What follows belongs to an exercise in optimizing a design on an open flow for small area and a short achievable clock period; a production flow would make more cautious choices.
RTL that was checked went through simulation tests only; none was proved equivalent to the original.
No activity file was given, so power comes from the tool's default toggle rates.

==> v33: inputs <==
Design mult, start of the top module:
module mult(clock, reset, enable, mplier, mcand, ROB_num_in, dest_PRN_in, start,
            product, ROB_num_out, dest_PRN_out, done);
make LEC_CHECK=0 CAP_MARGIN=0 CORE_MARGIN=2 CORE_UTILIZATION=50 CTS_CLUSTER_DIAMETER=100 CTS_CLUSTER_SIZE=20 PLACE_DENSITY=0.7 SETUP_SLACK_MARGIN=4.8 SLEW_MARGIN=0 SYNTH_HIERARCHICAL=1 SYNTH_MINIMUM_KEEP_SIZE=0 finish   # period 8.0 ns
run.sh (not shown) runs the stock make flow with config.mk's settings and CLKGATE_MAP_FILE= SYNTH_SCRIPT=/design/flow/synth_recipe.tcl, a recipe that flattens the netlist after the stock synthesis.
==> v21 (differences from v33) <==
--- a/flow/config.mk
+++ b/flow/config.mk
@@ -10,4 +10,2 @@
 export CORE_UTILIZATION = 50
-export CTS_CLUSTER_DIAMETER = 100
-export CTS_CLUSTER_SIZE = 20
 export PLACE_DENSITY = 0.7
==> qor summary <==
|  | v33 | v21 |
|---|---|---|
| Run status | complete, no violations | complete, no violations |
| Global routing met2 resource utilization | 0.5448 | 0.5438 |
| Routed wire per std cell | 37.45 µm | 37.09 µm |
| Time the worst path needs with I/O delays and setup | 3390 ps | 3388 ps |
| Clock network power | 0.00285 W | 0.00474 W |
| Number of cells upsized or downsized after cts | 200 | 207 |
| Worst setup slack for register-to-register paths | 4610 ps | 4610 ps |
| Clock network share of area | 0.02095 | 0.04433 |
| Max-slew headroom at the worst pin | 0.3348 | 0.3204 |
| Pre-Repair DR Iteration Count | 15 | 11 |
| Final Power | 0.03813 W | 0.04014 W |
| Fill count | 11,098 | 10,871 |
| Start point of the worst min-delay path | r2_20$_DFFE_PP_ | r2_2$_DFFE_PP_ |
| Clock power share | 0.075 | 0.118 |
| Peak supply drop | 0.7074 mV | 0.6752 mV |
| Fraction of power spent switching nets | 0.4826 | 0.4689 |
| H-tree depth | 2 | 3 |
| Delay of the slowest critical-path stage | 590 ps | 570 ps |
| Net switching power | 0.01840 W | 0.01882 W |
| Detailed Route Iter0 Violations | 9,785 | 9,741 |
| Total Routing Usage GR | 0.3819 | 0.3845 |
| Wire length of the first global-routing pass | 375,000 µm | 377,100 µm |
| Total length of routed wires | 265,100 µm | 265,900 µm |
| Hold Worst Slack | 419.4 ps | 418.2 ps |
| Area occupied by multi-input gates | 42,410 µm² | 42,420 µm² |
| Proportion of final cell area spent on non-clock buffers | 0.06535 | 0.06431 |
| GR Util met3 | 0.1931 | 0.2048 |
No run of this note included a check of the RTL's function; only the layout flow was run.

==> inputs of run G <==
mult, a different RTL version from the one above (not shown whole).
==> flow/design.v (excerpt) <==
module mult(clock, reset, enable, mplier, mcand, ROB_num_in, dest_PRN_in, start,
            product, ROB_num_out, dest_PRN_out, done);
  input         clock, reset, start, enable;
  input  [63:0] mcand, mplier;
  input   [5:0] ROB_num_in;
  input   [6:0] dest_PRN_in;
  output [63:0] product;
  output  [5:0] ROB_num_out;
  output  [6:0] dest_PRN_out;
  output        done;
  reg [63:0] x1;
  reg [31:0] one1, two1, neg1;
  reg [11:0] one1b, two1b, neg1b;
  reg [5:0] rob1, rob2, rob3, rob4;
  reg [6:0] prn1, prn2, prn3, prn4;
  reg d1, d2, d3, d4;
  reg [63:0] p4;
  wire [63:0] sum;
  reg r2_0, r2_1, r2_2, r2_3, r2_4, r2_5, r2_6, r2_7, r2_8, r2_9, r2_10, r2_11, r2_12, r2_13, r2_14, r2_15;
  reg r2_16, r2_17, r2_18, r2_19, r2_20, r2_21, r2_22, r2_23, r2_24, r2_25, r2_26, r2_27, r2_28, r2_29, r2_30, r2_31;
  reg r2_32, r2_33, r2_34, r2_35, r2_36, r2_37, r2_38, r2_39, r2_40, r2_41, r2_42, r2_43, r2_44, r2_45, r2_46, r2_47;
  reg r2_48, r2_49, r2_50, r2_51, r2_52, r2_53, r2_54, r2_55, r2_56, r2_57, r2_58, r2_59, r2_60, r2_61, r2_62, r2_63;
  reg r2_64, r2_65, r2_66, r2_67, r2_68, r2_69, r2_70, r2_71, r2_72, r2_73, r2_74, r2_75, r2_76, r2_77, r2_78, r2_79;
  reg r2_80, r2_81, r2_82, r2_83, r2_84, r2_85, r2_86, r2_87, r2_88, r2_89, r2_90, r2_91, r2_92, r2_93, r2_94, r2_95;
  reg r2_96, r2_97, r2_98, r2_99, r2_100, r2_101, r2_102, r2_103, r2_104, r2_105, r2_106, r2_107, r2_108, r2_109, r2_110, r2_111;
  reg r2_112, r2_113, r2_114, r2_115, r2_116, r2_117, r2_118, r2_119, r2_120, r2_121, r2_122, r2_123, r2_124, r2_125, r2_126, r2_127;
  reg r2_128, r2_129, r2_130, r2_131, r2_132, r2_133, r2_134, r2_135, r2_136, r2_137, r2_138, r2_139, r2_140, r2_141, r2_142, r2_143;
  reg r2_144, r2_145, r2_146, r2_147, r2_148, r2_149, r2_150, r2_151, r2_152, r2_153, r2_154, r2_155, r2_156, r2_157, r2_158, r2_159;
  reg r2_160, r2_161, r2_162, r2_163, r2_164, r2_165, r2_166, r2_167, r2_168, r2_169, r2_170, r2_171, r2_172, r2_173, r2_174, r2_175;
  reg r2_176, r2_177, r2_178, r2_179, r2_180, r2_181, r2_182, r2_183, r2_184, r2_185, r2_186, r2_187, r2_188, r2_189, r2_190, r2_191;
  reg r2_192, r2_193, r2_194, r2_195, r2_196, r2_197, r2_198, r2_199, r2_200, r2_201, r2_202, r2_203, r2_204, r2_205, r2_206, r2_207;
  ...
export LEC_CHECK = 0
export CAP_MARGIN = 0
export CORE_MARGIN = 2
export CORE_UTILIZATION = 50
export CTS_CLUSTER_DIAMETER = 100
export CTS_CLUSTER_SIZE = 20
export PLACE_DENSITY = 0.7
export SETUP_SLACK_MARGIN = 5
export SLEW_MARGIN = 60
export SYNTH_HIERARCHICAL = 1
export SYNTH_MINIMUM_KEEP_SIZE = 0
create_clock -name core_clock -period 8.0 [get_ports {clock}]
standard.sh (not shown) runs the stock make flow with config.mk's settings and CLKGATE_MAP_FILE= SYNTH_SCRIPT=/design/flow/synth_recipe.tcl, a recipe that flattens the netlist after the stock synthesis.
==> flow/flow/run.sh <==
#!/bin/bash
# Layout flow: the standard ORFS flow (standard.sh, unchanged synthesis and
# steps), except that buffer_ports uses sky130_fd_sc_hd__buf_2 for the port
# buffers instead of its default cell.  All tool output goes to
# standard_flow.log; ORFS's per-step logs are under orfs/logs/.
set -euo pipefail
bash standard.sh "BUFFER_PORTS_ARGS=-buffer_cell sky130_fd_sc_hd__buf_2" finish > standard_flow.log 2>&1
==> run Z: changes against run G <==
--- a/flow/config.mk
+++ b/flow/config.mk
@@ -13,3 +13,3 @@
 export PLACE_DENSITY = 0.7
-export SETUP_SLACK_MARGIN = 5
+export SETUP_SLACK_MARGIN = 4.8
 export SLEW_MARGIN = 60
==> run B: changes against run G <==
--- a/flow/config.mk
+++ b/flow/config.mk
@@ -13,4 +13,4 @@
 export PLACE_DENSITY = 0.7
-export SETUP_SLACK_MARGIN = 5
-export SLEW_MARGIN = 60
+export SETUP_SLACK_MARGIN = 4.8
+export SLEW_MARGIN = 40
 export SYNTH_HIERARCHICAL = 1
==> results.yml <==
run_status:
  status: "complete, no violations"
setup_path:
  reg2reg_depth: 6
  regToRegSetupSlack_ps: 4740
  worstSetupEndpoint: "r2_249"
placed_design:
  dpl.hpwl_um: 159000
global_route:
  grt.met3_usage_pct: 17.4
  grt_usage_pct: 35.6
power_and_ir_drop:
  peakVddDrop_v: 0.000542
the above is filed under run Z

==> results.yml <==
run_status:
  status: "complete, no violations"
clock_tree:
  post_cts_buffers: 11
global_route:
  grt_usage_pct: 35.6
  grt.met3_usage_pct: 17.2
setup_path:
  reg2reg_depth: 5
  worstSetupEndpoint: "r2_258"
  regToRegSetupSlack_ps: 4700
power_and_ir_drop:
  peakVddDrop_v: 0.000519
floorplanning:
  core_area_mm2: 0.133
placed_design:
  dpl.hpwl_um: 154000
the above is filed under run B

==> results.yml <==
setup_path:
  cp-start-kind: "flop"
  worstSetupEndpoint: "r2_267"
  regToRegSetupSlack_ps: 4880
  reg2reg_depth: 6
global_route:
  grt.met3_usage_pct: 20.4
power_and_ir_drop:
  peakVddDrop_v: 0.000447
hold_path:
  hold_path_depth: 0
placed_design:
  dpl.hpwl_um: 158000
run_status:
  status: "complete, no violations"
floorplanning:
  pin_count: 223
the above is filed under run G


==> trial 33 <==
mult, a different RTL version from the one above (not shown whole).
==> flow/design.v (excerpt) <==
module mult(clock, reset, enable, mplier, mcand, ROB_num_in, dest_PRN_in, start,
            product, ROB_num_out, dest_PRN_out, done);
Settings: LEC_CHECK=0, CAP_MARGIN=0, CORE_MARGIN=2, CORE_UTILIZATION=50, PLACE_DENSITY=0.7, SETUP_SLACK_MARGIN=4.8, SLEW_MARGIN=0, SYNTH_HIERARCHICAL=1, SYNTH_MINIMUM_KEEP_SIZE=0; clock period 8.0 ns.
run.sh (not shown) runs the stock make flow with config.mk's settings and CLKGATE_MAP_FILE= SYNTH_SCRIPT=/design/flow/synth_recipe.tcl, a recipe that flattens the netlist after the stock synthesis.
Stock flow here: none of the scripts above is used.
==> trial 97: changes against trial 33 <==
- CAP_MARGIN: 0 -> 20
- CORE_UTILIZATION: 50 -> 40
- PLACE_DENSITY: 0.7 -> not set
- SLEW_MARGIN: 0 -> 20
==> trial 12: changes against trial 33 <==
- CAP_MARGIN: 0 -> 20
- CORE_UTILIZATION: 50 -> 35
- PLACE_DENSITY: 0.7 -> not set
- SETUP_SLACK_MARGIN: 4.8 -> 5
- SLEW_MARGIN: 0 -> 20
==> summary.txt <==
* Outcome: no timing/DRC/antenna violations
* DRT Wirelength at 301.6 mm
* Largest net degree at the start of global routing at 185
* NetSw at 19930 µW
* Hold slack final at 416.8 ps
* Hold endpoint: r3_0
* Final net count at 6528
* Clock Latency Late Sink at 780 ps
* Clk cell area share at 0.03779
* Area of the multi-input gates at 48390 µm²
* Combinational gate power at 28300 µW
# the run above: trial 97

==> summary.txt <==
* Outcome: no timing/DRC/antenna violations
* Final net count at 6885
* CP dominant cell by count: fa_2
* Combinational gate power at 30600 µW
* Mean routed wirelength per cell at 42.61 µm
* Clk cell area share at 0.03584
* #MultiIn Comb at 3996
* Fin. Hold Viols at 0
* DRT Wirelength at 361.0 mm
* Crit path from: one1[2]
* Area of the multi-input gates at 49440 µm²
* Pwr dens at 486.1 nW/µm²
* Syn Area/Cell at 14.78 µm²
* NetSw at 21460 µW
* Hold endpoint: prn4[4]
* Hold slack final at 414.1 ps
* Clock Latency Late Sink at 810 ps
* Required @ worst endpoint at 8530 ps
# the run above: trial 12

==> summary.txt <==
* Post-DP Area at 77580 µm²
* Crit Reg-Reg Startpoint: x1[6]
* Clock Latency Late Sink at 760 ps
* Hold endpoint: rob2[2]
* Area of the multi-input gates at 48390 µm²
* Final net count at 6519
* Clk cell area share at 0.03718
* Combinational gate power at 27700 µW
* NetSw at 19570 µW
* Fraction of registers with async set/reset at 0
* Outcome: no timing/DRC/antenna violations
* Hold slack final at 416.2 ps
# the run above: trial 33

[what the ideal ports hide]
The flow's constraints put no driver on any port. The routed layouts listed below were extracted and timed again, unchanged, in two steps.
Step 1 assumes that a clkbuf_16 drives the clock port and a buf_2 every other input.
Step 2 moves the port delays by t, midway between the first and last clock arrival at a register: inputs arrive t later, outputs are due t later. That takes back most of the time a late clock gives input paths.
Three values: ideal, step 1, step 2; two values: the first two.
run	shift t [ns]	setup slack, ns	latest minus earliest clock arrival (ns)
v33	0.799	4.610 / 4.610 / 4.342	0.051 / 0.051
v21	0.816	4.612 / 4.612 / 4.319	0.066 / 0.066
run G	0.797	4.885 / 4.874 / 4.353	0.061 / 0.061
run Z	0.777	4.743 / 4.743 / 4.243	0.073 / 0.073
run B	0.770	4.696 / 4.696 / 4.116	0.074 / 0.075
trial 33	0.823	4.754 / 4.699 / 4.306	0.049 / 0.049
trial 97	0.835	4.748 / 4.724 / 4.278	0.052 / 0.052
trial 12	0.881	4.752 / 4.741 / 4.230	0.055 / 0.055
After both steps every run listed still meets setup and hold. For run B, which loses most, drivers alone change the setup slack by 0.000 ns; drivers and shift together by -0.580 ns.
